From an optimization exercise on the open Yosys and OpenROAD flow, aimed at small area, a short achievable clock period and few clock cycles per item; shortcuts taken in it are not production practice. Only simulation tests tie the RTL to the original design; equivalence was not proved.

==> flow/design.v, too long to show whole: its modules and the start of the top module <==
// module coeff_calc: 479 lines
// module fir: 5213 lines
// module fir_fa: 4 lines
// module fir_ha: 4 lines
module fir(
  clock,
  reset,
  calculate,
  data_in,
  data_out,
  data_good
);
  // ...
==> flow/flow/run.sh <==
#!/bin/bash
set -euo pipefail
MARGIN=$(cat flow/margin.txt)
TNS=$(cat flow/tns.txt)
# synthesis exactly as standard.sh does it
bash standard.sh synth > synth.log 2>&1
# the remaining steps: the same make command with the repair target added
sed -e "s|CLKGATE_MAP_FILE= |CLKGATE_MAP_FILE= SETUP_SLACK_MARGIN=$MARGIN TNS_END_PERCENT=$TNS 'BUFFER_PORTS_ARGS=-buffer_cell sky130_fd_sc_hd__buf_4' |" \
    standard.sh > flow_layout.sh
bash flow_layout.sh finish > layout.log 2>&1
test -f out/final.def
==> flow/flow/margin.txt <==
8.2
==> flow/flow/tns.txt <==
100
==> flow/standard.sh <==
#!/bin/bash
# synth_recipe.tcl (not shown) runs the flow's synth.tcl, then flattens the netlist and writes it again
# the make line also repeats each setting of config.mk as NAME=value (left out here)
make -C /OpenROAD-flow-scripts/flow DESIGN_CONFIG=/design/flow/config.mk WORK_HOME=/design/flow/orfs CLKGATE_MAP_FILE= SYNTH_SCRIPT=/design/flow/synth_recipe.tcl "${@:-finish}"
==> flow/config.mk <==
export PLATFORM = sky130hd
export DESIGN_NAME = fir
export DESIGN_NICKNAME = fir
export VERILOG_FILES = /design/flow/design.v
export SDC_FILE = /design/flow/constraint.sdc
export NUM_CORES = 4
export LEC_CHECK = 0
export ABC_CLOCK_PERIOD_IN_PS = 2000
export CAP_MARGIN = 20
export CORE_MARGIN = 2
export CORE_UTILIZATION = 65
export CTS_CLUSTER_DIAMETER = 100
export CTS_CLUSTER_SIZE = 24
export SLEW_MARGIN = 20
export SYNTH_HIERARCHICAL = 1
==> flow/constraint.sdc <==
create_clock -name core_clock -period 13.0 [get_ports {clock}]
set_input_delay 2.6000 -clock core_clock [delete_from_list [all_inputs] [get_ports {clock}]]
set_output_delay 2.6000 -clock core_clock [all_outputs]
set_load 0.01 [all_outputs]
==> impl_summary.log, run 1 <==
INFO  metric outcome = no timing/DRC/antenna violations
INFO  metric fin_crit_sh = 36.6%
INFO  metric chipWidth = 342 µm
INFO  metric n_tap_cell = 1500
INFO  metric timing.critical_path.required = 13.43 ns
INFO  metric synthesis.area_per_instance = 19.9 µm²
INFO  metric routed_via_density = 6.03
INFO  metric largest_class = multi-input gates
INFO  metric drc_errors = 0
INFO  metric tritoncts = yes
INFO  metric floorplan.io_pins = 24
INFO  metric drt_iter0_drc = 3145
INFO  metric most_frequent_standard_cell_in_the_layout_excluding_fill_and_tap_cells = sky130_fd_sc_hd__fa_1
INFO  metric final_cell_count_no_fill = 5353
INFO  metric chipHeight = 342 µm
INFO  metric setup_tns = 0 ns
INFO  metric ys_dominant_reg_cell = sky130_fd_sc_hd__edfxtp_1
INFO  metric area_of_the_multi_input_gates = 41600 µm²
INFO  metric dpl_cell_area = 76400 µm²
INFO  metric floorplan.initialDensity = 65.7%
INFO  metric setup.worst_path.start_class = primary input
INFO  metric nonClockInverterCount = 383
INFO  metric synth_compound_gate_area_share = 0.716%
INFO  metric clkSinkCount = 1041
Testbench counts, summed over its fixed seeds: cycles 4,000, items 4,000.
==> run 2, diff against run 1 <==
==> flow/flow/margin.txt (replaced) <==
8.3
==> impl_summary.log, run 2 <==
INFO  metric drt_iter0_drc = 3152 (+0.22%)
INFO  metric critical_path.cell_chain = buf_12 > inv_12 > fa_2 > fa_2 > fa_2 > ha_4 > inv_2 > fa_2 > nor2b_1 > o21ai_1 > nand3b_1 > a21o_1 > a21oi_1 > xnor2_1
INFO  metric netlist.top_cell.by_area = sky130_fd_sc_hd__fa_1
INFO  metric vias = 32200
INFO  metric path_class = in2reg
INFO  metric clockRootBuffer = sky130_fd_sc_hd__clkbuf_16
INFO  metric synth.lib_cells_used.distinct = 50
INFO  metric netlist.area_leader.share = 50.6%
INFO  metric routed_via_density = 6.01 (-0.44%)
INFO  metric holdCritStartpoint = H16[4]$_DFFE_PP_
INFO  metric outcome = no timing/DRC/antenna violations
INFO  metric setup_tns = 0 ns (unchanged)
INFO  metric grt_start_max_net_pins = 176
INFO  metric dpl_cell_area = 76400 µm² (about the same)
INFO  metric tritoncts = yes
INFO  metric reg2reg_depth = 11
INFO  metric chipWidth = 342 µm (unchanged)
INFO  metric final_nets = 5931
INFO  metric async_flop_share = 0.768%
INFO  metric final_layout_size_suffix_gt1_share = 4.51%
INFO  metric clk_pin_slew_worst_paths = 0.10 ns
INFO  metric routed_wl = 162 mm
INFO  metric cap_violations = 0
INFO  metric largest_fanout_on_the_critical_path = 3
INFO  metric slowest_stage = sky130_fd_sc_hd__fa_2
INFO  metric chipHeight = 342 µm (unchanged)
INFO  metric worst_setup_path_end_kind = flop
INFO  metric ff2ff_setup_slack = 8.31 ns
INFO  metric cts_max_level = 2
INFO  metric whs_endpoint = H17[4]$_DFFE_PP_
INFO  metric fp.dieArea = 117000 µm²
INFO  metric synthesis.area_per_instance = 19.9 µm² (unchanged)
INFO  metric synthTopCellsByCount = sky130_fd_sc_hd__fa_1, sky130_fd_sc_hd__edfxtp_1, sky130_fd_sc_hd__inv_1
INFO  metric post_synth_instance_area = 74200 µm²
INFO  metric synth_cells = 3726
INFO  metric maximum_clock_frequency = 210 MHz
INFO  metric rr_startpoint = H0[7]$_SDFFCE_PP1P_
INFO  metric drtAntennaViolNets = 0
INFO  metric num_rows = 123
INFO  metric setup.worst_path.start_class = primary input
INFO  metric core = 113000 µm²
INFO  metric number_of_inserted_diodes = 0
INFO  metric post_synth_main_area_contributors = sky130_fd_sc_hd__fa_1, sky130_fd_sc_hd__edfxtp_1, sky130_fd_sc_hd__ha_1
INFO  metric maxSlewViolCount = 0
INFO  metric final_area = 78300 µm²
INFO  metric timing.hold.worst_path_depth = 0
INFO  metric worst_ep_arrival_time = 5.20 ns
INFO  metric synth_most_common_cell = sky130_fd_sc_hd__fa_1
INFO  metric mappedNetlistNets = 5824
INFO  metric floorplan.io_pins = 24 (unchanged)
INFO  metric synth_enable_flop_cells = 1033
INFO  metric drc_errors = 0 (unchanged)
INFO  metric portion_of_the_post_synthesis_area_used_by_sequential_elements = 42.1%
INFO  metric fillCellCount = 7222
INFO  metric via_count_of_the_first_global_routing_pass = 39000
INFO  metric worst_slew_pin_slew = 1.02 ns
INFO  metric groute.usage.overall = 30.1%
INFO  metric cpMostUsedCell = sky130_fd_sc_hd__fa_2
INFO  metric clkLatencyLatePin = 0.70 ns
INFO  metric fin_crit_sh = 36.7% (+0.11 points)
INFO  metric cts_hold_buf = 0
INFO  metric relative_slew_slack = 32.3%
INFO  metric grt_setup_unrepaired = true
INFO  metric detailedPlacementHpwl = 135 mm
INFO  metric place.gp.congestion = 0.956
INFO  metric clkSinkCount = 1041 (unchanged)
INFO  metric final_util = 69.3%
INFO  metric most_frequent_standard_cell_in_the_layout_excluding_fill_and_tap_cells = sky130_fd_sc_hd__fa_1
INFO  metric drtPass1Iterations = 7
INFO  metric reg2reg_to = C15$_DFFE_PP_
INFO  metric floorplan.initialDensity = 65.7% (unchanged)
INFO  metric postSynthRegisterBits = 1041
INFO  metric hold_path.class = reg2reg
INFO  metric delay_of_the_slowest_cell_on_the_worst_path = 0.57 ns
INFO  metric port_buffers = 23
INFO  metric antenna_found_initial = 1
INFO  metric ys_dominant_reg_cell = sky130_fd_sc_hd__edfxtp_1
INFO  metric cts_buffer_depth = 3
INFO  metric grt_overflow = 0
INFO  metric flow.area_growth_from_synthesis = 5.53%
INFO  metric finalClockSkew = 0.0460 ns
INFO  metric timing.critical_path.required = 13.43 ns (about the same)
INFO  metric report.final.setup_viol = 0
INFO  metric grt_pass1_wl = 251 mm
INFO  metric period_minus_slack = 4.77 ns
INFO  metric avgRoutedWirePerCell = 30.2 µm
INFO  metric finalHoldViolations = 0
INFO  metric synth.yosys.warnings = 7
INFO  metric layout_common_cells = sky130_fd_sc_hd__fa_1, sky130_fd_sc_hd__edfxtp_1, sky130_fd_sc_hd__inv_1
INFO  metric cts-buffers-inserted = 52
==> run 2: cell counts after synthesis <==
No cell type changed its count.
==> run 2: modules after synthesis, one instance, submodules excluded <==
module / cells inside / flops+latches / copies in the design / cell area, µm²
fir_ha: 1 / 0 / 156 / 12.5
fir_fa: 1 / 0 / 1874 / 20.0
fir: 1696 / 1041 / 1 / 34800
==> run 2: kinds of logic after synthesis <==
group	Yosys count	share of synthesized area, %
and+or+nand+nor	88	0.585
adders and majority gates	2085	54.1
muxes	8	0.121
DFF	1041	42.1
AOI/OAI and AO/OA	78	0.716
xor gates and xnor gates	35	0.413
other	1	0.00505
buffers and inverters	390	1.99
==> run 2: worst max-delay path by stage <==
stage	startpoint	endpoint	slack (ns)
finish	data_in[7]	Y1[6]$_DFFE_PP_	8.23
floorplan	calculate	H0[0]$_SDFFCE_PP1P_	2.61
global route	data_in[7]	Y1[6]$_DFFE_PP_	8.14
detailed placement	calculate	H26[1]$_DFFE_PP_	7.11
global placement	calculate	H25[1]$_DFFE_PP_	7.28
CTS	data_in[7]	Y1[6]$_DFFE_PP_	8.24
==> run 2: critical path: cells and delay by family <==
| kind | cells | cell delay [ns] |
|---|---|---|
| AND/OR/NAND/NOR | 2 | 0.27 |
| adder cells (fa/ha/maj) | 5 | 1.74 |
| XOR/XNOR | 1 | 0.13 |
| buffers and inverters | 3 | 0.16 |
| AO/OA/AOI/OAI | 3 | 0.28 |
==> run 2: layout make-up <==
cell class / count / area [µm²] / share of cell area (%)
flip-flops and latches: 1041 / 31200 / 39.9
multi-input cells: 2296 / 41600 / 53.1
repair buffers: 59 / 584 / 0.746
clock inverters: 15 / 196 / 0.251
inverters: 383 / 1460 / 1.86
clock buffers: 60 / 1370 / 1.75
well taps: 1500 / 1880 / 2.40
==> run 2: per-stage QoR <==
| stage | setup slack (ns) | instances | hold slack, ns |
|---|---|---|---|
| after global routing | 8.14 | 5354 | 0.439 |
| final | 8.23 | 5354 | 0.428 |
| after global placement | 7.28 | 5250 | 0.401 |
| after detailed placement | 7.11 | 5250 | 0.406 |
| after CTS | 8.24 | 5341 | 0.429 |
| after floorplan | 2.61 | 3726 | 0.400 |
==> run 2: what timing repair did <==
item,CTS,global route
setup endpoints to repair,651,546
hold endpoints to repair,0,0
cloned,1,2
resized for setup,8,15
pin swaps,3,8
buffers inserted,15,11
==> run 2: layer usage <==
metal  track usage [%]  vias to the layer above  wire length [µm]
met1              45.7                    18500             67200
met2              48.1                     1071             81500
met4              5.38                        2              3060
met5                 0                        -                20
li1                  -                    12500                 -
met3              5.32                      143             10100
==> run 3, diff against run 2 <==
==> flow/flow/margin.txt (replaced) <==
8.2
--- a/flow/config.mk
+++ b/flow/config.mk
@@ -11,5 +11,6 @@
 export CORE_UTILIZATION = 65
 export CTS_CLUSTER_DIAMETER = 100
 export CTS_CLUSTER_SIZE = 24
+export PLACE_DENSITY = 0.75
 export SLEW_MARGIN = 20
 export SYNTH_HIERARCHICAL = 1
==> impl_summary.log, run 3 <==
INFO  metric outcome = no timing/DRC/antenna violations
INFO  metric netlist.area_leader.share = 50.6% (unchanged)
INFO  metric antenna_found_initial = 1 (unchanged)
INFO  metric slowest_stage = sky130_fd_sc_hd__fa_2
INFO  metric cts_max_level = 2 (unchanged)
INFO  metric drtAntennaViolNets = 0 (unchanged)
INFO  metric grt_overflow = 0 (unchanged)
INFO  metric timing.critical_path.max_delay_family = adder cells
INFO  metric path_class = in2reg
INFO  metric floorplan.io_pins = 24 (unchanged)
INFO  metric synth_compound_gate_area_share = 0.716% (unchanged)
INFO  metric layout_common_cells = sky130_fd_sc_hd__fa_1, sky130_fd_sc_hd__edfxtp_1, sky130_fd_sc_hd__inv_1
INFO  metric clockRootBuffer = sky130_fd_sc_hd__clkbuf_16
INFO  metric cp.buffers_inverters = 3 (unchanged)
INFO  metric cap_violations = 0 (unchanged)
INFO  metric critical_path.cell_chain = buf_8 > inv_12 > fa_2 > fa_2 > fa_2 > ha_4 > inv_2 > fa_2 > nor2b_2 > o21ai_1 > nand3b_1 > a21o_1 > a21oi_2 > xnor2_1
INFO  metric timing.hold.worst_path_depth = 0 (unchanged)
INFO  metric relative_slew_slack = 36.3% (+4.0 points)
INFO  metric port_buffers = 23 (unchanged)
INFO  metric netlist.top_cell.by_area = sky130_fd_sc_hd__fa_1
INFO  metric clkSinkCount = 1041 (unchanged)
INFO  metric largest_fanout_on_the_critical_path = 4 (+1)
INFO  metric finalClockSkew = 0.0379 ns (-0.00816 ns)
INFO  metric ff2ff_setup_slack = 8.36 ns (+0.05 ns)
INFO  metric final_nets = 5920 (-0.19%)
INFO  metric holdCritStartpoint = H16[6]$_DFFE_PP_
INFO  metric post_synth_instance_area = 74200 µm² (unchanged)
INFO  metric fillCellCount = 7167 (-0.76%)
INFO  metric vias = 31900 (-0.82%)
INFO  metric avgRoutedWirePerCell = 29.7 µm (-1.8%)
INFO  metric routed_via_density = 5.97 (-0.63%)
INFO  metric mappedNetlistNets = 5824 (unchanged)
INFO  metric grt_setup_unrepaired = true
INFO  metric ys_dominant_reg_cell = sky130_fd_sc_hd__edfxtp_1
INFO  metric synth_cells = 3726 (unchanged)
INFO  metric async_flop_share = 0.768% (unchanged)
INFO  metric post_synth_main_area_contributors = sky130_fd_sc_hd__fa_1, sky130_fd_sc_hd__edfxtp_1, sky130_fd_sc_hd__ha_1
INFO  metric worst_slew_pin_slew = 0.956 ns (-0.0596 ns)
INFO  metric synthMuxAreaShare = 0.121% (unchanged)
INFO  metric chipHeight = 342 µm (unchanged)
INFO  metric worst_ep_arrival_time = 5.19 ns (about the same)
INFO  metric fp.dieArea = 117000 µm² (unchanged)
INFO  metric cts_hold_buf = 0 (unchanged)
INFO  metric rr_startpoint = H0[8]$_SDFFCE_PP1P_
INFO  metric setup_tns = 0 ns (unchanged)
INFO  metric synth.yosys.warnings = 7 (unchanged)
INFO  metric grt_pass1_wl = 245 mm (-2.4%)
INFO  metric yosys.area_share.simple = 0.585% (unchanged)
INFO  metric maxSlewViolCount = 0 (unchanged)
INFO  metric setup.worst_path.start_class = primary input
INFO  metric synth.lib_cells_used.distinct = 50 (unchanged)
INFO  metric postSynthRegisterBits = 1041 (unchanged)
INFO  metric synthTopCellsByCount = sky130_fd_sc_hd__fa_1, sky130_fd_sc_hd__edfxtp_1, sky130_fd_sc_hd__inv_1
INFO  metric synthesis.area_per_instance = 19.9 µm² (unchanged)
INFO  metric most_frequent_standard_cell_in_the_layout_excluding_fill_and_tap_cells = sky130_fd_sc_hd__fa_1
INFO  metric grt_start_max_net_pins = 173 (-1.7%)
INFO  metric reg2reg_depth = 16 (+5)
INFO  metric routed_wl = 159 mm (-2.0%)
INFO  metric hold_path.class = reg2reg
INFO  metric clk_pin_slew_worst_paths = 0.10 ns (about the same)
INFO  metric drtPass1Iterations = 5 (-2)
INFO  metric final_layout_size_suffix_gt1_share = 4.16% (-0.35 points)
INFO  metric drc_errors = 0 (unchanged)
INFO  metric flow.area_growth_from_synthesis = 5.37%
INFO  metric delay_of_the_slowest_cell_on_the_worst_path = 0.57 ns (about the same)
INFO  metric drt_iter0_drc = 2942 (-6.7%)
INFO  metric synth_enable_flop_cells = 1033 (unchanged)
INFO  metric cts_buffer_depth = 3 (unchanged)
INFO  metric worst_setup_path_end_kind = flop
INFO  metric synth_most_common_cell = sky130_fd_sc_hd__fa_1
INFO  metric place.gp.congestion = 0.960 (+0.38%)
INFO  metric tritoncts = yes
INFO  metric report.final.setup_viol = 0 (unchanged)
INFO  metric clkLatencyLatePin = 0.71 ns (about the same)
INFO  metric cpMostUsedCell = sky130_fd_sc_hd__fa_2
INFO  metric worst_case_hold_slack = 0.429 ns (+0.000853 ns)
INFO  metric fin_crit_sh = 36.6% (-0.085 points)
INFO  metric critPathLaunch = data_in[7]
INFO  metric detailedPlacementHpwl = 132 mm (-2.1%)
INFO  metric via_count_of_the_first_global_routing_pass = 38700 (-0.74%)
INFO  metric cts-buffers-inserted = 52 (unchanged)
INFO  metric xor_xnor_cell_area_share_of_the_yosys_netlist = 0.413% (unchanged)
INFO  metric finalHoldViolations = 0 (unchanged)
INFO  metric core = 113000 µm² (unchanged)
INFO  metric floorplan.initialDensity = 65.7% (unchanged)
INFO  metric portion_of_the_post_synthesis_area_used_by_sequential_elements = 42.1% (unchanged)
INFO  metric timing.critical_path.required = 13.43 ns (about the same)
INFO  metric period_minus_slack = 4.76 ns (-0.0110 ns)
INFO  metric crit_path_cell_count = 14 (unchanged)
INFO  metric synthAdderAreaFrac = 54.1% (unchanged)
INFO  metric synth_top_family_by_area = adder cells
INFO  metric maximum_clock_frequency = 210 MHz (+0.23%)
INFO  metric chipWidth = 342 µm (unchanged)
INFO  metric groute.usage.overall = 29.4% (-0.70 points)
INFO  metric num_rows = 123 (unchanged)
==> run 3: cell counts after synthesis <==
No cell type changed its count.
==> run 3: metrics by stage <==
step | instances | util [%] | cell area [µm²] | worst slack [ns]
after CTS | 5340 | 69.2 | 78200 | 8.12
after floorplan | 3726 | - | 74300 | 2.61
after global routing | 5343 | 69.2 | 78200 | 8.16
final | 5344 | 69.2 | 78200 | 8.24
after detailed placement | 5251 | 67.7 | 76400 | 7.16
after global placement | 5251 | 67.7 | 76400 | 7.30
==> run 3: what timing repair did <==
action,4_1_cts,5_1_grt
pin swaps,1,4
gates cloned,2,0
gates resized for setup,5,10
buffers inserted,12,3
setup endpoints to repair,701,3
==> run 3: per-layer routing <==
layer	wire length [µm]	global-route usage, %
met3	12100	7.11
met4	3670	6.41
met5	0	0
met2	78800	46.3
met1	64100	43.3
==> run 3: path summary, 6_finish.rpt <==
path,to
setup / recovery,Y1[6]$_DFFE_PP_
hold / removal,H17[6]$_DFFE_PP_
setup reg to reg,Y1[6]$_DFFE_PP_
hold reg to reg,H17[6]$_DFFE_PP_
max in group asynchronous,clearing$_DFF_PN1_
min in group asynchronous,clr_cnt[1]$_DFFE_PN0P_
==> run 3: layout make-up <==
cell class / instances / area [µm²] / area share, %
multi-input cells: 2296 / 41600 / 53.2
flip-flops and latches: 1041 / 31200 / 39.9
well taps: 1500 / 1880 / 2.40
inverters: 383 / 1450 / 1.85
clock buffers: 59 / 1350 / 1.72
repair buffers: 48 / 469 / 0.600
clock inverters: 16 / 230 / 0.294
diodes: 1 / 2.50 / 0.00320
==> run 3: per-module statistics from Yosys, one instance, submodules excluded <==
module	area (µm²)	copies in the design	cells inside
fir	34800	1	1696
fir_fa	20.0	1874	1
fir_ha	12.5	156	1
==> run 3: kinds of logic after synthesis <==
| logic type | after synthesis |
|---|---|
| fa+ha+maj | 2085 |
| flops | 1041 |
| buf+inv | 390 |
| simple gates | 88 |
| compound gates | 78 |
| xor+xnor | 35 |
| mux | 8 |
| other cells | 1 |
==> run 4, diff against run 3 <==
--- a/flow/config.mk
+++ b/flow/config.mk
@@ -9,8 +9,7 @@
 export CAP_MARGIN = 20
 export CORE_MARGIN = 2
 export CORE_UTILIZATION = 65
-export CTS_CLUSTER_DIAMETER = 100
-export CTS_CLUSTER_SIZE = 24
-export PLACE_DENSITY = 0.75
+export CTS_CLUSTER_DIAMETER = 60
+export CTS_CLUSTER_SIZE = 30
 export SLEW_MARGIN = 20
 export SYNTH_HIERARCHICAL = 1
==> impl_summary.log, run 4 <==
INFO  metric tritoncts = yes
INFO  metric fin_crit_sh = 36.5% (-0.088 points)
INFO  metric cts_buffer_depth = 3 (unchanged)
INFO  metric use_met2 = 48.2% (+1.9 points)
INFO  metric largest_fanout_on_the_critical_path = 4 (unchanged)
INFO  metric reg2reg_to = R5_7_1$_DFFE_PP_
INFO  metric ff2ff_setup_slack = 8.33 ns (-0.03 ns)
INFO  metric async_flop_share = 0.768% (unchanged)
INFO  metric grt_overflow = 0 (unchanged)
INFO  metric mappedNetlistNets = 5824 (unchanged)
INFO  metric drc_errors = 0 (unchanged)
INFO  metric worst_ep_arrival_time = 5.18 ns (about the same)
INFO  metric sequential_cell_area = 31200 µm² (unchanged)
INFO  metric delay_of_the_slowest_cell_on_the_worst_path = 0.53 ns (-0.04 ns)
INFO  metric crit_path_cell_count = 9 (-5)
INFO  metric cts_max_level = 3 (+1)
INFO  metric portion_of_the_post_synthesis_area_used_by_sequential_elements = 42.1% (unchanged)
INFO  metric worst_setup_path_end_kind = flop
INFO  metric clockRootBuffer = sky130_fd_sc_hd__clkbuf_16
INFO  metric ys_dominant_reg_cell = sky130_fd_sc_hd__edfxtp_1
INFO  metric timing.critical_path.required = 13.44 ns (about the same)
INFO  metric groute.usage.overall = 30.4% (+0.99 points)
INFO  metric hold_path.class = reg2reg
INFO  metric num_rows = 123 (unchanged)
INFO  metric area_of_the_multi_input_gates = 41600 µm² (about the same)
INFO  metric critPathLaunch = data_in[6]
INFO  metric cap_violations = 0 (unchanged)
INFO  metric synth_most_common_cell = sky130_fd_sc_hd__fa_1
INFO  metric setup.worst_path.start_class = primary input
INFO  metric cts-buffers-inserted = 102 (+96%)
INFO  metric relative_slew_slack = 37.1% (+0.82 points)
INFO  metric cp.buffers_inverters = 1 (-2)
INFO  metric grt_pass1_wl = 253 mm (+3.3%)
INFO  metric floorplan.io_pins = 24 (unchanged)
INFO  metric routed_via_density = 6.00 (+0.54%)
INFO  metric via_count_of_the_first_global_routing_pass = 39500 (+2.0%)
INFO  metric synth_cells = 3726 (unchanged)
INFO  metric critPathCapture = C15$_DFFE_PP_
INFO  metric worst_case_hold_slack = 0.421 ns (-0.00769 ns)
INFO  metric synth.lib_cells_used.distinct = 50 (unchanged)
INFO  metric grt_setup_unrepaired = true
INFO  metric reg2reg_depth = 9 (-7)
INFO  metric synth_enable_flop_cells = 1033 (unchanged)
INFO  metric use_met3 = 5.48% (-1.6 points)
INFO  metric holdCritStartpoint = H16[0]$_DFFE_PP_
INFO  metric report.final.setup_viol = 0 (unchanged)
INFO  metric slowest_stage = sky130_fd_sc_hd__fa_1
INFO  metric rr_startpoint = H29[5]$_DFFE_PP_
INFO  metric layout_common_cells = sky130_fd_sc_hd__fa_1, sky130_fd_sc_hd__edfxtp_1, sky130_fd_sc_hd__inv_1
INFO  metric maximum_clock_frequency = 211 MHz (+0.24%)
INFO  metric final_layout_size_suffix_gt1_share = 7.19% (+3.0 points)
INFO  metric clk_pin_slew_worst_paths = 0.07 ns (-0.03 ns)
INFO  metric grt_busiest_layer = met2
INFO  metric drt_iter0_drc = 2938 (-0.14%)
INFO  metric netlist.top_cell.by_area = sky130_fd_sc_hd__fa_1
INFO  metric clkSinkCount = 1041 (unchanged)
INFO  metric cts_hold_buf = 0 (unchanged)
INFO  metric synthesis.area_per_instance = 19.9 µm² (unchanged)
INFO  metric final_cell_count_no_fill = 5466 (+2.3%)
INFO  metric grt_start_max_net_pins = 165 (-4.6%)
INFO  metric core = 113000 µm² (unchanged)
INFO  metric detailedPlacementHpwl = 135 mm (+2.0%)
INFO  metric maxSlewViolCount = 0 (unchanged)
INFO  metric post_synth_instance_area = 74200 µm² (unchanged)
INFO  metric postSynthRegisterBits = 1041 (unchanged)
INFO  metric routed_wl = 163 mm (+2.9%)
INFO  metric vias = 32800 (+2.8%)
INFO  metric flow.area_growth_from_synthesis = 8.50%
INFO  metric synth.yosys.warnings = 7 (unchanged)
INFO  metric final_nets = 5975 (+0.93%)
INFO  metric place.gp.congestion = 0.958 (-0.21%)
INFO  metric cpMostUsedCell = sky130_fd_sc_hd__fa_1
INFO  metric netlist.area_leader.share = 50.6% (unchanged)
INFO  metric fp.dieArea = 117000 µm² (unchanged)
INFO  metric floorplan.initialDensity = 65.7% (unchanged)
INFO  metric finalHoldViolations = 0 (unchanged)
INFO  metric number_of_inserted_diodes = 0 (-1)
INFO  metric critical_path.cell_chain = buf_4 > fa_1 > fa_1 > fa_1 > ha_1 > a21o_1 > a21o_1 > a221oi_4 > o21ai_1
INFO  metric drtAntennaViolNets = 0 (unchanged)
INFO  metric avgRoutedWirePerCell = 29.9 µm (+0.57%)
INFO  metric worst_slew_pin_slew = 0.943 ns (-0.0122 ns)
INFO  metric antenna_found_initial = 1 (unchanged)
INFO  metric setup_tns = 0 ns (unchanged)
INFO  metric timing.critical_path.max_delay_family = adder cells
INFO  metric period_minus_slack = 4.75 ns (-0.0114 ns)
INFO  metric fillCellCount = 6974 (-2.7%)
INFO  metric most_frequent_standard_cell_in_the_layout_excluding_fill_and_tap_cells = sky130_fd_sc_hd__fa_1
INFO  metric grtUsageMet1 = 45.9% (+2.5 points)
INFO  metric drtPass1Iterations = 5 (unchanged)
INFO  metric clkLatencyLatePin = 0.73 ns (+0.02 ns)
INFO  metric dpl.cell_count = 5250 (-0.019%)
INFO  metric post_synth_main_area_contributors = sky130_fd_sc_hd__fa_1, sky130_fd_sc_hd__edfxtp_1, sky130_fd_sc_hd__ha_1
INFO  metric timing.hold.worst_path_depth = 0 (unchanged)
INFO  metric chipHeight = 342 µm (unchanged)
INFO  metric chipWidth = 342 µm (unchanged)
INFO  metric port_buffers = 23 (unchanged)
INFO  metric path_class = in2reg
INFO  metric outcome = no timing/DRC/antenna violations
INFO  metric synthTopCellsByCount = sky130_fd_sc_hd__fa_1, sky130_fd_sc_hd__edfxtp_1, sky130_fd_sc_hd__inv_1
INFO  metric finalClockSkew = 0.0433 ns (+0.00542 ns)
run 4: cell counts after synthesis:
No cell type changed its count.
run 4: worst min path at each step:
stage / endpoint / slack [ns]
2_1_floorplan: H17[0]$_DFFE_PP_ / 0.40
3_3_place_gp: H17[4]$_DFFE_PP_ / 0.40
3_5_place_dp: H17[0]$_DFFE_PP_ / 0.40
4_1_cts: H17[0]$_DFFE_PP_ / 0.42
5_1_grt: H17[9]$_DFFE_PP_ / 0.43
6_report: H17[0]$_DFFE_PP_ / 0.42
run 4: worst register-to-register path, delay by kind of cell, from the launching register on:
kind / cells / cell delay (ns)
adder cells (fa/ha/maj): 7 / 3.43
flip-flops: 1 / 0.59
buffers and inverters: 2 / 0.36
run 4: kinds of logic after synthesis:
family / Yosys count / synth area share, %
fa+ha+maj: 2085 / 54.1
flops: 1041 / 42.1
buf+inv: 390 / 1.99
simple gates: 88 / 0.585
compound gates: 78 / 0.716
xor+xnor: 35 / 0.413
mux: 8 / 0.121
other cells: 1 / 0.00505
run 4: what timing repair did:
| item | 4_1_cts | 5_1_grt |
|---|---|---|
| setup endpoints to repair | 198 | 419 |
| setup buffers | 15 | 7 |
| gates resized for setup | 4 | 11 |
| gates cloned | 0 | 1 |
| pin swaps | 0 | 5 |
run 4: layout make-up:
| type | instances | share of cell area [%] |
|---|---|---|
| Timing Repair Buffer | 53 | 0.601 |
| Multi-Input combinational cell | 2296 | 51.7 |
| Sequential cell | 1041 | 38.8 |
| Clock inverter | 84 | 1.55 |
| Clock buffer | 109 | 3.25 |
| Inverter | 383 | 1.81 |
| Tap cell | 1500 | 2.33 |
run 4: per-stage QoR:
step                setup WS [ns]  utilization, %  instance area [µm²]
global route                 8.19            71.3                80500
floorplan                    2.61               -                74300
global placement             7.39            67.7                76400
detailed placement           7.23            67.7                76400
finish                       8.25            71.3                80500
CTS                          8.24            71.2                80400
run 4: routing by layer:
metal  vias to the layer above  wire length (µm)
li1                      12700                 -
met3                       211             10700
met5                         -                 0
met4                         0              3920
met1                     18800             66600
met2                      1109             82000
run 4: per-module statistics from Yosys, one instance, submodules excluded:
module	flops+latches	cell area [µm²]
fir	1041	34800
fir_fa	0	20.0
fir_ha	0	12.5
==> run 5, diff against run 4 <==
--- a/flow/config.mk
+++ b/flow/config.mk
@@ -9,7 +9,7 @@
 export CAP_MARGIN = 20
 export CORE_MARGIN = 2
 export CORE_UTILIZATION = 65
-export CTS_CLUSTER_DIAMETER = 60
-export CTS_CLUSTER_SIZE = 30
+export CTS_CLUSTER_DIAMETER = 110
+export CTS_CLUSTER_SIZE = 27
 export SLEW_MARGIN = 20
 export SYNTH_HIERARCHICAL = 1
==> impl_summary.log, run 5 <==
INFO  metric outcome = no timing/DRC/antenna violations
INFO  metric drtAntennaViolNets = 0 (unchanged)
INFO  metric clkLatencyLatePin = 0.69 ns (-0.04 ns)
INFO  metric async_flop_share = 0.768% (unchanged)
INFO  metric setup_tns = 0 ns (unchanged)
INFO  metric cts_max_level = 2 (-1)
INFO  metric number_of_inserted_diodes = 0 (unchanged)
INFO  metric via_count_of_the_first_global_routing_pass = 38600 (-2.2%)
INFO  metric avgRoutedWirePerCell = 30.2 µm (+1.0%)
INFO  metric drtPass1Iterations = 8 (+3)
INFO  metric hold_path.class = reg2reg
INFO  metric clkSinkCount = 1041 (unchanged)
INFO  metric path_class = in2reg
INFO  metric report.final.setup_viol = 0 (unchanged)
INFO  metric ys_dominant_reg_cell = sky130_fd_sc_hd__edfxtp_1
INFO  metric floorplan.io_pins = 24 (unchanged)
INFO  metric dpl_cell_area = 76400 µm² (unchanged)
INFO  metric flow.area_growth_from_synthesis = 5.04%
INFO  metric final_layout_size_suffix_gt1_share = 3.89% (-3.3 points)
INFO  metric final_nets = 5917 (-0.97%)
INFO  metric grt_setup_unrepaired = true
INFO  metric synth.yosys.warnings = 7 (unchanged)
INFO  metric chipWidth = 342 µm (unchanged)
INFO  metric groute.usage.overall = 29.9% (-0.53 points)
INFO  metric routed_wl = 161 mm (-1.4%)
INFO  metric clockRootBuffer = sky130_fd_sc_hd__clkbuf_16
INFO  metric drc_errors = 0 (unchanged)
INFO  metric tritoncts = yes
INFO  metric synthTopCellsByCount = sky130_fd_sc_hd__fa_1, sky130_fd_sc_hd__edfxtp_1, sky130_fd_sc_hd__inv_1
INFO  metric rr_startpoint = H0[7]$_SDFFCE_PP1P_
INFO  metric grt_start_max_net_pins = 165 (unchanged)
INFO  metric grt_pass1_wl = 249 mm (-1.6%)
INFO  metric maxSlewViolCount = 0 (unchanged)
INFO  metric critPathLaunch = data_in[7]
INFO  metric period_minus_slack = 4.75 ns (+0.00581 ns)
INFO  metric maximum_clock_frequency = 210 MHz (-0.12%)
INFO  metric post_synth_main_area_contributors = sky130_fd_sc_hd__fa_1, sky130_fd_sc_hd__edfxtp_1, sky130_fd_sc_hd__ha_1
INFO  metric detailedPlacementHpwl = 135 mm (unchanged)
INFO  metric most_frequent_standard_cell_in_the_layout_excluding_fill_and_tap_cells = sky130_fd_sc_hd__fa_1
INFO  metric routed_via_density = 6.03 (+0.47%)
INFO  metric synth_enable_flop_cells = 1033 (unchanged)
INFO  metric synthesis.area_per_instance = 19.9 µm² (unchanged)
INFO  metric floorplan.initialDensity = 65.7% (unchanged)
INFO  metric chipHeight = 342 µm (unchanged)
INFO  metric cts-buffers-inserted = 46 (-55%)
INFO  metric holdCritStartpoint = H16[9]$_DFFE_PP_
INFO  metric timing.critical_path.required = 13.42 ns (-0.02 ns)
INFO  metric core = 113000 µm² (unchanged)
INFO  metric grt_overflow = 0 (unchanged)
INFO  metric finalHoldViolations = 0 (unchanged)
INFO  metric synth_most_common_cell = sky130_fd_sc_hd__fa_1
INFO  metric num_rows = 123 (unchanged)
INFO  metric portion_of_the_post_synthesis_area_used_by_sequential_elements = 42.1% (unchanged)
INFO  metric worst_ep_arrival_time = 5.17 ns (about the same)
INFO  metric ff2ff_setup_slack = 8.34 ns (about the same)
INFO  metric postSynthRegisterBits = 1041 (unchanged)
INFO  metric finalClockSkew = 0.0342 ns (-0.00903 ns)
INFO  metric whs_endpoint = H17[9]$_DFFE_PP_
INFO  metric final_area = 78000 µm² (-3.2%)
INFO  metric fp.dieArea = 117000 µm² (unchanged)
INFO  metric drt_iter0_drc = 2883 (-1.9%)
INFO  metric port_buffers = 23 (unchanged)
INFO  metric vias = 32200 (-2.0%)
INFO  metric cap_violations = 0 (unchanged)
INFO  metric worst_setup_path_end_kind = flop
INFO  metric clk_pin_slew_worst_paths = 0.10 ns (+0.03 ns)
INFO  metric reg2reg_depth = 11 (+2)
INFO  metric place.gp.congestion = 0.958 (unchanged)
INFO  metric mappedNetlistNets = 5824 (unchanged)
INFO  metric synth_cells = 3726 (unchanged)
INFO  metric reg2reg_to = C15$_DFFE_PP_
INFO  metric largest_fanout_on_the_critical_path = 4 (unchanged)
INFO  metric worst_slew_pin_slew = 0.964 ns (+0.0204 ns)
INFO  metric timing.hold.worst_path_depth = 0 (unchanged)
INFO  metric layout_common_cells = sky130_fd_sc_hd__fa_1, sky130_fd_sc_hd__edfxtp_1, sky130_fd_sc_hd__inv_1
INFO  metric antenna_found_initial = 1 (unchanged)
INFO  metric relative_slew_slack = 35.7% (-1.4 points)
INFO  metric setup.worst_path.start_class = primary input
INFO  metric netlist.area_leader.share = 50.6% (unchanged)
INFO  metric synth.lib_cells_used.distinct = 50 (unchanged)
INFO  metric post_synth_instance_area = 74200 µm² (unchanged)
INFO  metric cts_buffer_depth = 3 (unchanged)
INFO  metric netlist.top_cell.by_area = sky130_fd_sc_hd__fa_1
INFO  metric fin_crit_sh = 36.6% (+0.045 points)
run 5: cell count changes in the layout (fill, tap and decap cells not counted), sizes merged:
cell and change:
clkinvlp -4, bufinv -5, inv -44, buf -2
clkinv -22, clkbuf -56
run 5: layer usage:
metal	track usage [%]	up-vias	routed length (µm)
met5	0	-	17
met4	5.90	2	3340
met3	4.28	141	9850
met2	47.5	1082	80700
met1	46.0	18500	67000
li1	-	12400	-
run 5: worst max-delay path by stage:
stage | end | slack [ns] | cells past startpoint
after floorplan | H0[0]$_SDFFCE_PP1P_ | 2.61 | 1
after global placement | H39[1]$_DFFE_PP_ | 7.39 | 4
after detailed placement | H37[3]$_DFFE_PP_ | 7.23 | 4
after CTS | Y1[6]$_DFFE_PP_ | 8.21 | 14
after global routing | Y1[6]$_DFFE_PP_ | 8.16 | 14
final | Y1[6]$_DFFE_PP_ | 8.25 | 14
run 5: kinds of logic after synthesis:
| kind of cell | synth area share [%] |
|---|---|
| flops | 42.1 |
| xor+xnor | 0.413 |
| compound gates | 0.716 |
| mux | 0.121 |
| buf+inv | 1.99 |
| other cells | 0.00505 |
| fa+ha+maj | 54.1 |
| simple gates | 0.585 |
run 5: what timing repair did:
item	in CTS	in global routing
gates resized for setup	4	10
pin swaps	0	5
gates cloned	0	1
setup buffers	15	5
endpoints found under the setup margin	294	487
hold buffers	0	0
run 5: layout make-up:
cell class | count | area, µm²
sequential | 1041 | 31200
multi-input combinational | 2296 | 41600
inverter | 383 | 1450
clock inverter | 9 | 116
tap | 1500 | 1880
clock buffer | 53 | 1200
fill | 7247 | 35000
timing repair buffer | 51 | 482
run 5: worst max-delay path: stages:
cell	delay, ns
sky130_fd_sc_hd__buf_12	0.11
sky130_fd_sc_hd__inv_12	0.03
sky130_fd_sc_hd__fa_2	0.33
sky130_fd_sc_hd__fa_2	0.34
sky130_fd_sc_hd__fa_2	0.57
sky130_fd_sc_hd__ha_4	0.14
sky130_fd_sc_hd__inv_2	0.03
sky130_fd_sc_hd__fa_2	0.35
sky130_fd_sc_hd__nor2b_1	0.12
sky130_fd_sc_hd__o21ai_1	0.09
sky130_fd_sc_hd__nand3b_1	0.13
sky130_fd_sc_hd__a21o_1	0.12
sky130_fd_sc_hd__a21oi_1	0.07
sky130_fd_sc_hd__xnor2_1	0.13
run 5: metrics by stage:
stage                     utilization, %  setup WS (ns)  hold WS (ns)  instances
after floorplan                        -           2.61         0.400       3726
after CTS                           69.0           8.21         0.431       5327
after global routing                69.0           8.16         0.438       5333
final                               69.0           8.25         0.429       5333
after global placement              67.7           7.39         0.403       5250
after detailed placement            67.7           7.23         0.405       5250
run 5: per-module statistics from Yosys, one instance, submodules excluded:
module	cell area (µm²)	copies in the design	flops+latches
fir_fa	20.0	1874	0
fir	34800	1	1041
fir_ha	12.5	156	0
==> run 6, diff against run 5 <==
--- a/flow/config.mk
+++ b/flow/config.mk
@@ -8,8 +8,8 @@
 export ABC_CLOCK_PERIOD_IN_PS = 2000
 export CAP_MARGIN = 20
 export CORE_MARGIN = 2
-export CORE_UTILIZATION = 65
-export CTS_CLUSTER_DIAMETER = 110
-export CTS_CLUSTER_SIZE = 27
+export CORE_UTILIZATION = 75
+export CTS_CLUSTER_DIAMETER = 100
+export CTS_CLUSTER_SIZE = 24
 export SLEW_MARGIN = 20
 export SYNTH_HIERARCHICAL = 1
==> impl_summary.log, run 6 <==
INFO  metric synth.lib_cells_used.distinct = 50 (unchanged)
INFO  metric synthTopCellsByCount = sky130_fd_sc_hd__fa_1, sky130_fd_sc_hd__edfxtp_1, sky130_fd_sc_hd__inv_1
INFO  metric vias = 33100 (+3.0%)
INFO  metric cts-buffers-inserted = 51 (+11%)
INFO  metric flow.area_growth_from_synthesis = 5.06% (about the same)
INFO  metric hold_path.class = reg2reg
INFO  metric number_of_inserted_diodes = 0 (unchanged)
INFO  metric postLayoutSetupSlackWorst = 8.21 ns (-0.0415 ns)
INFO  metric cap_violations = 0 (unchanged)
INFO  metric synth.yosys.warnings = 7 (unchanged)
INFO  metric maximum_clock_frequency = 209 MHz (-0.87%)
INFO  metric chipHeight = 319 µm (-6.8%)
INFO  metric cts_hold_buf = 0 (unchanged)
INFO  metric slowest_stage = sky130_fd_sc_hd__fa_2
INFO  metric clkSinkCount = 1041 (unchanged)
INFO  metric timing.critical_path.required = 13.43 ns (about the same)
INFO  metric floorplan.initialDensity = 75.5% (+9.8 points)
INFO  metric timing.critical_path.max_delay_family = adder cells
INFO  metric final_layout_size_suffix_gt1_share = 4.13% (+0.24 points)
INFO  metric final_nets = 5929 (+0.20%)
INFO  metric final_util = 79.4% (+10 points)
INFO  metric path_class = in2reg
INFO  metric grt_start_max_net_pins = 203 (+23%)
INFO  metric cpMostUsedCell = sky130_fd_sc_hd__fa_2
INFO  metric place.gp.congestion = 0.986 (+2.9%)
INFO  metric netlist.top_cell.by_area = sky130_fd_sc_hd__fa_1
INFO  metric synth_most_common_cell = sky130_fd_sc_hd__fa_1
INFO  metric portion_of_the_post_synthesis_area_used_by_sequential_elements = 42.1% (unchanged)
INFO  metric report.final.setup_viol = 0 (unchanged)
INFO  metric drt_iter0_drc = 3578 (+24%)
INFO  metric drtPass1Iterations = 6 (-2)
INFO  metric relative_slew_slack = 50.5% (+15 points)
INFO  metric async_flop_share = 0.768% (unchanged)
INFO  metric finalClockSkew = 0.0420 ns (+0.00778 ns)
INFO  metric critical_path.cell_chain = buf_12 > inv_12 > fa_2 > fa_2 > fa_2 > ha_4 > inv_2 > fa_2 > nor2b_1 > o21ai_1 > nand3b_1 > a21o_1 > a21oi_1 > xnor2_1
INFO  metric avgRoutedWirePerCell = 31.2 µm (+3.5%)
INFO  metric grt_overflow = 0 (unchanged)
INFO  metric post_synth_main_area_contributors = sky130_fd_sc_hd__fa_1, sky130_fd_sc_hd__edfxtp_1, sky130_fd_sc_hd__ha_1
INFO  metric synth_enable_flop_cells = 1033 (unchanged)
INFO  metric clockRootBuffer = sky130_fd_sc_hd__clkbuf_16
INFO  metric antenna_found_initial = 1 (unchanged)
INFO  metric routed_via_density = 6.45 (+7.0%)
INFO  metric maxSlewViolCount = 0 (unchanged)
INFO  metric detailedPlacementHpwl = 133 mm (-1.6%)
INFO  metric clk_pin_slew_worst_paths = 0.10 ns (about the same)
INFO  metric most_frequent_standard_cell_in_the_layout_excluding_fill_and_tap_cells = sky130_fd_sc_hd__fa_1
INFO  metric delay_of_the_slowest_cell_on_the_worst_path = 0.58 ns (about the same)
INFO  metric cp.buffers_inverters = 3 (unchanged)
INFO  metric fin_crit_sh = 36.9% (+0.32 points)
INFO  metric port_buffers = 23 (unchanged)
INFO  metric clkLatencyLatePin = 0.70 ns (about the same)
INFO  metric largest_fanout_on_the_critical_path = 4 (unchanged)
INFO  metric worst_slew_pin_slew = 0.743 ns (-0.221 ns)
INFO  metric grt_setup_unrepaired = true
INFO  metric num_rows = 115 (-6.5%)
INFO  metric postSynthRegisterBits = 1041 (unchanged)
INFO  metric post_synth_instance_area = 74200 µm² (unchanged)
INFO  metric setup_tns = 0 ns (unchanged)
INFO  metric period_minus_slack = 4.79 ns (+0.0415 ns)
INFO  metric drtAntennaViolNets = 0 (unchanged)
INFO  metric tritoncts = yes
INFO  metric routed_wl = 160 mm (-0.33%)
INFO  metric outcome = no timing/DRC/antenna violations
INFO  metric via_count_of_the_first_global_routing_pass = 39700 (+2.9%)
INFO  metric fp.dieArea = 102000 µm² (-13%)
INFO  metric ys_dominant_reg_cell = sky130_fd_sc_hd__edfxtp_1
INFO  metric floorplan.io_pins = 24 (unchanged)
INFO  metric netlist.area_leader.share = 50.6% (unchanged)
INFO  metric worst_ep_arrival_time = 5.23 ns (+0.06 ns)
INFO  metric chipWidth = 319 µm (-6.8%)
INFO  metric cts_max_level = 2 (unchanged)
INFO  metric synthesis.area_per_instance = 19.9 µm² (unchanged)
INFO  metric placement.setup.worst_slack = 6.72 ns (-0.513 ns)
INFO  metric groute.usage.overall = 34.6% (+4.7 points)
INFO  metric worst_setup_path_end_kind = flop
INFO  metric layout_common_cells = sky130_fd_sc_hd__fa_1, sky130_fd_sc_hd__edfxtp_1, sky130_fd_sc_hd__inv_1
INFO  metric cts_buffer_depth = 3 (unchanged)
INFO  metric grt_pass1_wl = 250 mm (+0.27%)
INFO  metric mappedNetlistNets = 5824 (unchanged)
INFO  metric synth_cells = 3726 (unchanged)
INFO  metric core = 98300 µm² (-13%)
INFO  metric setup.worst_path.start_class = primary input
INFO  metric drc_errors = 0 (unchanged)
INFO  metric finalHoldViolations = 0 (unchanged)
[run 6: cell counts after synthesis]
Identical to the previous run, type by type.
[run 6: final timing paths]
kind	startpoint	depth (start not counted)	endpoint	slack [ns]
worst max-delay path	data_in[7]	14	Y1[6]$_DFFE_PP_	8.21
worst min-delay path	H16[7]$_DFFE_PP_	0	H17[7]$_DFFE_PP_	0.43
worst max register to register	H0[9]$_SDFFCE_PP1P_	11	C15$_DFFE_PP_	8.30
worst min register to register	H16[7]$_DFFE_PP_	0	H17[7]$_DFFE_PP_	0.43
max in group asynchronous	reset	1	clearing$_DFF_PN1_	11.06
min in group asynchronous	reset	1	clr_cnt[6]$_DFFE_PN0P_	1.72
[run 6: layer usage]
metal  vias up  wire length [µm]  share of wire [%]  track usage (%)
met2      1564             81000                 51             54.9
met1     18900             62200                 39             52.2
met5         -                13             0.0081                0
met4         2              4560                2.8             8.79
li1      12500                 -                  -                -
met3       230             12600                7.8             6.09
[run 6: stage by stage]
step	hold WS (ns)	std cells	cell area, µm²
2_1_floorplan	0.400	3726	74300
3_3_place_gp	0.402	5038	76200
3_5_place_dp	0.405	5038	76200
4_1_cts	0.427	5126	77900
5_1_grt	0.433	5136	78000
6_report	0.426	5136	78000
[run 6: cell families (layout without fill, tap and decap cells)]
kind of cell,count (synthesis),after routing,synth area share (%)
adder cells (fa/ha/maj),2085,2085,54.1
flip-flops,1041,1041,42.1
buffers and inverters,390,512,1.99
AND/OR/NAND/NOR,88,89,0.585
AO/OA/AOI/OAI,78,78,0.716
XOR/XNOR,35,35,0.413
multiplexers,8,8,0.121
other,1,1,0.00505
[run 6: cell type report]
cell class,instances,area (µm²)
clock buffer,60,1350
clock inverter,11,98.8
fill,5009,20300
inverter,383,1450
multi-input combinational,2296,41600
sequential,1041,31200
tap,1287,1610
timing repair buffer,58,642
[run 6: Yosys stat by module (local to each module, per instance)]
module  times used  cells  cell area (µm²)
fir_ha         156      1             12.5
fir              1   1696            34800
fir_fa        1874      1             20.0
[run 6: what timing repair did]
item	CTS	global route
gates resized for setup	8	11
buffers inserted	13	9
pin swaps	2	4
setup endpoints to repair	497	333
cloned	4	0
==> run 7, diff against run 6 <==
--- a/flow/config.mk
+++ b/flow/config.mk
@@ -5,10 +5,10 @@
 export SDC_FILE = /design/flow/constraint.sdc
 export NUM_CORES = 4
 export LEC_CHECK = 0
-export ABC_CLOCK_PERIOD_IN_PS = 2000
+export ABC_CLOCK_PERIOD_IN_PS = 1000
 export CAP_MARGIN = 20
 export CORE_MARGIN = 2
-export CORE_UTILIZATION = 75
+export CORE_UTILIZATION = 65
 export CTS_CLUSTER_DIAMETER = 100
 export CTS_CLUSTER_SIZE = 24
 export SLEW_MARGIN = 20
==> impl_summary.log, run 7 <==
INFO  metric cp.buffers_inverters = 3 (unchanged)
INFO  metric clk_pin_slew_worst_paths = 0.09 ns (about the same)
INFO  metric drtPass1Iterations = 5 (-1)
INFO  metric finalClockSkew = 0.0336 ns (-0.00842 ns)
INFO  metric antenna_found_initial = 2 (+1)
INFO  metric chipWidth = 342 µm (+7.3%)
INFO  metric setup.worst_path.start_class = primary input
INFO  metric core = 113000 µm² (+15%)
INFO  metric drtAntennaViolNets = 0 (unchanged)
INFO  metric postSynthRegisterBits = 1041 (unchanged)
INFO  metric timing.critical_path.required = 13.43 ns (about the same)
INFO  metric floorplan.io_pins = 24 (unchanged)
INFO  metric clkSinkCount = 1041 (unchanged)
INFO  metric fp.dieArea = 117000 µm² (+15%)
INFO  metric hold_path.class = reg2reg
INFO  metric post_synth_instance_area = 74200 µm² (unchanged)
INFO  metric routed_via_density = 6.03 (-6.5%)
INFO  metric floorplan.initialDensity = 65.7% (-9.8 points)
INFO  metric delay_of_the_slowest_cell_on_the_worst_path = 0.57 ns (about the same)
INFO  metric layout_common_cells = sky130_fd_sc_hd__fa_1, sky130_fd_sc_hd__edfxtp_1, sky130_fd_sc_hd__inv_1
INFO  metric vias = 32300 (-2.5%)
INFO  metric cap_violations = 0 (unchanged)
INFO  metric clockRootBuffer = sky130_fd_sc_hd__clkbuf_16
INFO  metric via_count_of_the_first_global_routing_pass = 38800 (-2.4%)
INFO  metric path_class = in2reg
INFO  metric place.gp.congestion = 0.958 (-2.9%)
INFO  metric report.final.setup_viol = 0 (unchanged)
INFO  metric mappedNetlistNets = 5824 (unchanged)
INFO  metric clkLatencyLatePin = 0.70 ns (about the same)
INFO  metric async_flop_share = 0.768% (unchanged)
INFO  metric finalHoldViolations = 0 (unchanged)
INFO  metric fin_crit_sh = 36.6% (-0.30 points)
INFO  metric synthTopCellsByCount = sky130_fd_sc_hd__fa_1, sky130_fd_sc_hd__edfxtp_1, sky130_fd_sc_hd__inv_1
INFO  metric netlist.area_leader.share = 50.6% (unchanged)
INFO  metric cts_max_level = 2 (unchanged)
INFO  metric grt_setup_unrepaired = true
INFO  metric maximum_clock_frequency = 210 MHz (+0.83%)
INFO  metric routed_wl = 161 mm (+0.34%)
INFO  metric cpMostUsedCell = sky130_fd_sc_hd__fa_2
INFO  metric cts_hold_buf = 0 (unchanged)
INFO  metric cts-buffers-inserted = 53 (+3.9%)
INFO  metric cts_buffer_depth = 3 (unchanged)
INFO  metric synth_most_common_cell = sky130_fd_sc_hd__fa_1
INFO  metric final_layout_size_suffix_gt1_share = 4.41% (+0.28 points)
INFO  metric most_frequent_standard_cell_in_the_layout_excluding_fill_and_tap_cells = sky130_fd_sc_hd__fa_1
INFO  metric number_of_inserted_diodes = 0 (unchanged)
INFO  metric critical_path.cell_chain = buf_12 > inv_12 > fa_2 > fa_2 > fa_2 > ha_4 > inv_2 > fa_2 > nor2b_1 > o21ai_1 > nand3b_1 > a21o_1 > a21oi_1 > xnor2_1
INFO  metric grt_start_max_net_pins = 165 (-19%)
INFO  metric chipHeight = 342 µm (+7.3%)
INFO  metric flow.area_growth_from_synthesis = 5.43%
INFO  metric synth_enable_flop_cells = 1033 (unchanged)
INFO  metric relative_slew_slack = 39.0% (-11 points)
INFO  metric maxSlewViolCount = 0 (unchanged)
INFO  metric netlist.top_cell.by_area = sky130_fd_sc_hd__fa_1
INFO  metric final_nets = 5929 (unchanged)
INFO  metric setup_tns = 0 ns (unchanged)
INFO  metric worst_ep_arrival_time = 5.18 ns (-0.05 ns)
INFO  metric dpl_cell_area = 76400 µm² (+0.36%)
INFO  metric synth.yosys.warnings = 7 (unchanged)
INFO  metric grt_overflow = 0 (unchanged)
INFO  metric drc_errors = 0 (unchanged)
INFO  metric fillCellCount = 7228 (+44%)
INFO  metric post_synth_main_area_contributors = sky130_fd_sc_hd__fa_1, sky130_fd_sc_hd__edfxtp_1, sky130_fd_sc_hd__ha_1
INFO  metric synth.lib_cells_used.distinct = 50 (unchanged)
INFO  metric synthesis.area_per_instance = 19.9 µm² (unchanged)
INFO  metric portion_of_the_post_synthesis_area_used_by_sequential_elements = 42.1% (unchanged)
INFO  metric final_area = 78300 µm² (+0.36%)
INFO  metric tritoncts = yes
INFO  metric ys_dominant_reg_cell = sky130_fd_sc_hd__edfxtp_1
INFO  metric timing.critical_path.max_delay_family = adder cells
INFO  metric drt_iter0_drc = 3145 (-12%)
INFO  metric detailedPlacementHpwl = 135 mm (+1.6%)
INFO  metric outcome = no timing/DRC/antenna violations
INFO  metric num_rows = 123 (+7.0%)
INFO  metric placement.setup.worst_slack = 7.23 ns (+0.513 ns)
INFO  metric worst_slew_pin_slew = 0.915 ns (+0.172 ns)
INFO  metric largest_fanout_on_the_critical_path = 4 (unchanged)
INFO  metric period_minus_slack = 4.75 ns (-0.0395 ns)
INFO  metric grt_pass1_wl = 249 mm (-0.27%)
INFO  metric port_buffers = 23 (unchanged)
INFO  metric groute.usage.overall = 29.9% (-4.7 points)
INFO  metric worst_setup_path_end_kind = flop
INFO  metric synth_cells = 3726 (unchanged)
INFO  metric avgRoutedWirePerCell = 30.1 µm (-3.7%)
INFO  metric postLayoutSetupSlackWorst = 8.25 ns (+0.0395 ns)
INFO  metric slowest_stage = sky130_fd_sc_hd__fa_2
INFO  metric worst_case_hold_slack = 0.427 ns (+0.000447 ns)
-- run 7: logic make-up (layout without fill, tap and decap cells) --
logic type | count (synthesis) | after routing | synth area share, %
other cells | 1 | 1 | 0.00505
buf+inv | 390 | 516 | 1.99
fa+ha+maj | 2085 | 2085 | 54.1
mux | 8 | 8 | 0.121
xor+xnor | 35 | 35 | 0.413
compound gates | 78 | 78 | 0.716
simple gates | 88 | 89 | 0.585
flops | 1041 | 1041 | 42.1
-- run 7: final cells by class --
class	count	area [µm²]	area share (%)
Clock buffer	61	1400	1.79
Clock inverter	16	154	0.197
Inverter	383	1450	1.85
Multi-Input combinational cell	2296	41600	53.2
Sequential cell	1041	31200	39.9
Tap cell	1500	1880	2.40
Timing Repair Buffer	56	519	0.663
-- run 7: path summary, 6_finish.rpt --
path                       slack [ns]           startpoint                     end  cells after the start
max in group asynchronous       11.07                reset      clearing$_DFF_PN1_                      1
setup / recovery                 8.25           data_in[7]         Y1[6]$_DFFE_PP_                     14
setup reg to reg                 8.34  H0[6]$_SDFFCE_PP1P_           C15$_DFFE_PP_                     11
hold reg to reg                  0.43     H16[0]$_DFFE_PP_        H17[0]$_DFFE_PP_                      0
hold / removal                   0.43     H16[0]$_DFFE_PP_        H17[0]$_DFFE_PP_                      0
min in group asynchronous        1.72                reset  clr_cnt[1]$_DFFE_PN0P_                      1
-- run 7: metrics by stage --
step,util (%),cells
after floorplan,-,3726
after global placement,67.7,5250
after detailed placement,67.7,5250
after CTS,69.2,5342
after global routing,69.3,5353
final,69.3,5353
-- run 7: repair_timing --
action	CTS	global route
gates resized for setup	4	11
pin swaps	0	5
cloned	0	1
buffers inserted	15	10
endpoints found under the setup margin	236	460
-- run 7: layer usage --
metal,global-route usage [%],wire [µm]
met5,0,15
met3,4.56,10500
met2,47.2,80500
met1,45.9,66300
met4,6.26,3570
-- run 7: worst register-to-register path, cell delays in order (launching register included) --
cell and delay [ns]:
sky130_fd_sc_hd__edfxtp_1 0.47, sky130_fd_sc_hd__buf_4 0.20, sky130_fd_sc_hd__fa_1 0.42, sky130_fd_sc_hd__fa_1 0.54
sky130_fd_sc_hd__fa_1 0.44, sky130_fd_sc_hd__fa_1 0.49, sky130_fd_sc_hd__fa_1 0.51, sky130_fd_sc_hd__fa_1 0.41
sky130_fd_sc_hd__ha_1 0.32, sky130_fd_sc_hd__a21o_1 0.20, sky130_fd_sc_hd__a221oi_4 0.33, sky130_fd_sc_hd__o21ai_2 0.09
-- run 7: modules after synthesis (local to each module, per instance) --
module,cells inside,flops+latches,cell area (µm²)
fir_fa,1,0,20.0
fir,1696,1041,34800
fir_ha,1,0,12.5
==> run 8, diff against run 7 <==
--- a/flow/config.mk
+++ b/flow/config.mk
@@ -5,7 +5,7 @@
 export SDC_FILE = /design/flow/constraint.sdc
 export NUM_CORES = 4
 export LEC_CHECK = 0
-export ABC_CLOCK_PERIOD_IN_PS = 1000
+export ABC_CLOCK_PERIOD_IN_PS = 4000
 export CAP_MARGIN = 20
 export CORE_MARGIN = 2
 export CORE_UTILIZATION = 65
==> impl_summary.log, run 8 <==
INFO  metric chipWidth = 342 µm (unchanged)
INFO  metric reg2reg_to = C15$_DFFE_PP_
INFO  metric finalHoldViolations = 0 (unchanged)
INFO  metric layout_common_cells = sky130_fd_sc_hd__fa_1, sky130_fd_sc_hd__edfxtp_1, sky130_fd_sc_hd__inv_1
INFO  metric number_of_inserted_diodes = 0 (unchanged)
INFO  metric detailedPlacementHpwl = 135 mm (unchanged)
INFO  metric num_rows = 123 (unchanged)
INFO  metric ff2ff_setup_slack = 8.34 ns (about the same)
INFO  metric synth_cells = 3726 (unchanged)
INFO  metric grt_overflow = 0 (unchanged)
INFO  metric worst_case_hold_slack = 0.427 ns (unchanged)
INFO  metric groute.usage.overall = 29.9% (unchanged)
INFO  metric tritoncts = yes
INFO  metric maximum_clock_frequency = 210 MHz (unchanged)
INFO  metric routed_wl = 161 mm (unchanged)
INFO  metric wl_met2 = 80.5 mm (unchanged)
INFO  metric maxSlewViolCount = 0 (unchanged)
INFO  metric drt_iter0_drc = 3145 (unchanged)
INFO  metric drtPass1Iterations = 5 (unchanged)
INFO  metric netlist.area_leader.share = 50.6% (unchanged)
INFO  metric floorplan.initialDensity = 65.7% (unchanged)
INFO  metric outcome = no timing/DRC/antenna violations
INFO  metric setup_tns = 0 ns (unchanged)
INFO  metric met3_wirelength = 10.5 mm (unchanged)
INFO  metric worst_slew_pin_slew = 0.915 ns (unchanged)
INFO  metric routed_via_density = 6.03 (unchanged)
INFO  metric synth_most_common_cell = sky130_fd_sc_hd__fa_1
INFO  metric relative_slew_slack = 39.0% (unchanged)
INFO  metric synthTopCellsByCount = sky130_fd_sc_hd__fa_1, sky130_fd_sc_hd__edfxtp_1, sky130_fd_sc_hd__inv_1
INFO  metric avgRoutedWirePerCell = 30.1 µm (unchanged)
INFO  metric dpl_cell_area = 76400 µm² (unchanged)
INFO  metric grt_setup_unrepaired = true
INFO  metric fillCellCount = 7228 (unchanged)
INFO  metric cts_max_level = 2 (unchanged)
INFO  metric fp.dieArea = 117000 µm² (unchanged)
INFO  metric post_synth_instance_area = 74200 µm² (unchanged)
INFO  metric synth_enable_flop_cells = 1033 (unchanged)
INFO  metric highest-signal-layer = met5
INFO  metric portion_of_the_post_synthesis_area_used_by_sequential_elements = 42.1% (unchanged)
INFO  metric whs_endpoint = H17[0]$_DFFE_PP_
INFO  metric netlist.top_cell.by_area = sky130_fd_sc_hd__fa_1
INFO  metric largest_fanout_on_the_critical_path = 4 (unchanged)
INFO  metric holdCritStartpoint = H16[0]$_DFFE_PP_
INFO  metric antenna_found_initial = 2 (unchanged)
INFO  metric vias = 32300 (unchanged)
INFO  metric finalClockSkew = 0.0336 ns (unchanged)
INFO  metric port_buffers = 23 (unchanged)
INFO  metric ys_dominant_reg_cell = sky130_fd_sc_hd__edfxtp_1
INFO  metric floorplan.io_pins = 24 (unchanged)
INFO  metric routedLengthMet1 = 66.3 mm (unchanged)
INFO  metric via_count_of_the_first_global_routing_pass = 38800 (unchanged)
INFO  metric synth.yosys.warnings = 7 (unchanged)
INFO  metric timing.hold.worst_path_depth = 0 (unchanged)
INFO  metric setup.worst_path.start_class = primary input
INFO  metric period_minus_slack = 4.75 ns (unchanged)
INFO  metric report.final.setup_viol = 0 (unchanged)
INFO  metric drc_errors = 0 (unchanged)
INFO  metric synth.lib_cells_used.distinct = 50 (unchanged)
INFO  metric core = 113000 µm² (unchanged)
INFO  metric grt_pass1_wl = 249 mm (unchanged)
INFO  metric reg2reg_depth = 11 (unchanged)
INFO  metric path_class = in2reg
INFO  metric final_nets = 5929 (unchanged)
INFO  metric postSynthRegisterBits = 1041 (unchanged)
INFO  metric cap_violations = 0 (unchanged)
INFO  metric final_layout_size_suffix_gt1_share = 4.41% (unchanged)
## run 8: stage by stage
stage	cells	utilization, %	worst slack (ns)
detailed placement	5250	67.7	7.23
floorplan	3726	-	2.61
finish	5353	69.3	8.25
global placement	5250	67.7	7.39
CTS	5342	69.2	8.21
global route	5353	69.3	8.17
## run 8: final cells by class
class / instances / area, µm² / share of cell area [%]
multi-input combinational: 2296 / 41600 / 53.2
clock buffer: 61 / 1400 / 1.79
tap: 1500 / 1880 / 2.40
inverter: 383 / 1450 / 1.85
timing repair buffer: 56 / 519 / 0.663
sequential: 1041 / 31200 / 39.9
clock inverter: 16 / 154 / 0.197
## run 8: worst max-delay path: stages
cell and delay [ns]:
sky130_fd_sc_hd__buf_12 0.11, sky130_fd_sc_hd__inv_12 0.03, sky130_fd_sc_hd__fa_2 0.33, sky130_fd_sc_hd__fa_2 0.34, sky130_fd_sc_hd__fa_2 0.57, sky130_fd_sc_hd__ha_4 0.14, sky130_fd_sc_hd__inv_2 0.03, sky130_fd_sc_hd__fa_2 0.35
sky130_fd_sc_hd__nor2b_1 0.12, sky130_fd_sc_hd__o21ai_1 0.09, sky130_fd_sc_hd__nand3b_1 0.13, sky130_fd_sc_hd__a21o_1 0.12, sky130_fd_sc_hd__a21oi_1 0.07, sky130_fd_sc_hd__xnor2_1 0.13
## run 8: repair_timing
| action | 4_1_cts | 5_1_grt |
|---|---|---|
| gates resized for setup | 4 | 11 |
| pin swaps | 0 | 5 |
| setup endpoints to repair | 236 | 460 |
| cloned | 0 | 1 |
| setup buffers | 15 | 10 |
| hold endpoints to repair | 0 | 0 |
| hold buffers | 0 | 0 |
## run 8: cell families after synthesis
logic type	Yosys count	share of synthesized area, %
fa+ha+maj	2085	54.1
flops	1041	42.1
buf+inv	390	1.99
simple gates	88	0.585
compound gates	78	0.716
xor+xnor	35	0.413
mux	8	0.121
other cells	1	0.00505
## run 8: Yosys stat by module, one instance, submodules excluded
module  cells  flops+latches  times used
fir_ha      1              0         156
fir_fa      1              0        1874
fir      1696           1041           1
## run 8: worst max path at each step
stage,cells after the start,to
6_report,14,Y1[6]$_DFFE_PP_
5_1_grt,14,Y1[6]$_DFFE_PP_
4_1_cts,14,Y1[6]$_DFFE_PP_
3_5_place_dp,4,H37[3]$_DFFE_PP_
3_3_place_gp,4,H39[1]$_DFFE_PP_
2_1_floorplan,1,H0[0]$_SDFFCE_PP1P_
## run 8: metal layers
layer,vias up,global-route usage (%)
met4,2,6.26
met5,-,0
met2,1082,47.2
li1,12500,-
met1,18600,45.9
met3,159,4.56

## static timing again, ports no longer ideal
How much do the figures lean on ideal ports? The routed layouts below were timed once more, with nothing changed but the port constraints. Step 1 sets driving cells, clkbuf_16 on the clock port and buf_2 on the other inputs (assumed; they add their load-dependent delay and slew). Step 2 moves the port delays by t, midway between the first and last clock arrival at a register: inputs arrive t later, outputs are due t later. That takes back most of the time a late clock gives input paths. a / b / c = no drivers / after step 1 / after step 2; a / b = the first two.
run	t (ns)	setup slack, ns	latest minus earliest clock arrival (ns)
run 1	0.758	8.246 / 8.245 / 7.487	0.037 / 0.037
run 2	0.754	8.232 / 8.236 / 7.481	0.061 / 0.061
run 3	0.752	8.243 / 8.246 / 7.494	0.048 / 0.047
run 4	0.778	8.254 / 8.270 / 7.492	0.061 / 0.061
run 5	0.750	8.248 / 8.247 / 7.496	0.037 / 0.037
run 6	0.756	8.207 / 8.214 / 7.458	0.045 / 0.046
run 7	0.758	8.246 / 8.245 / 7.487	0.037 / 0.037
run 8	0.758	8.246 / 8.245 / 7.487	0.037 / 0.037
After both steps setup and hold are still met in every run listed. For run 4, which loses most, drivers alone change the setup slack by +0.016 ns; drivers and shift together by -0.762 ns.
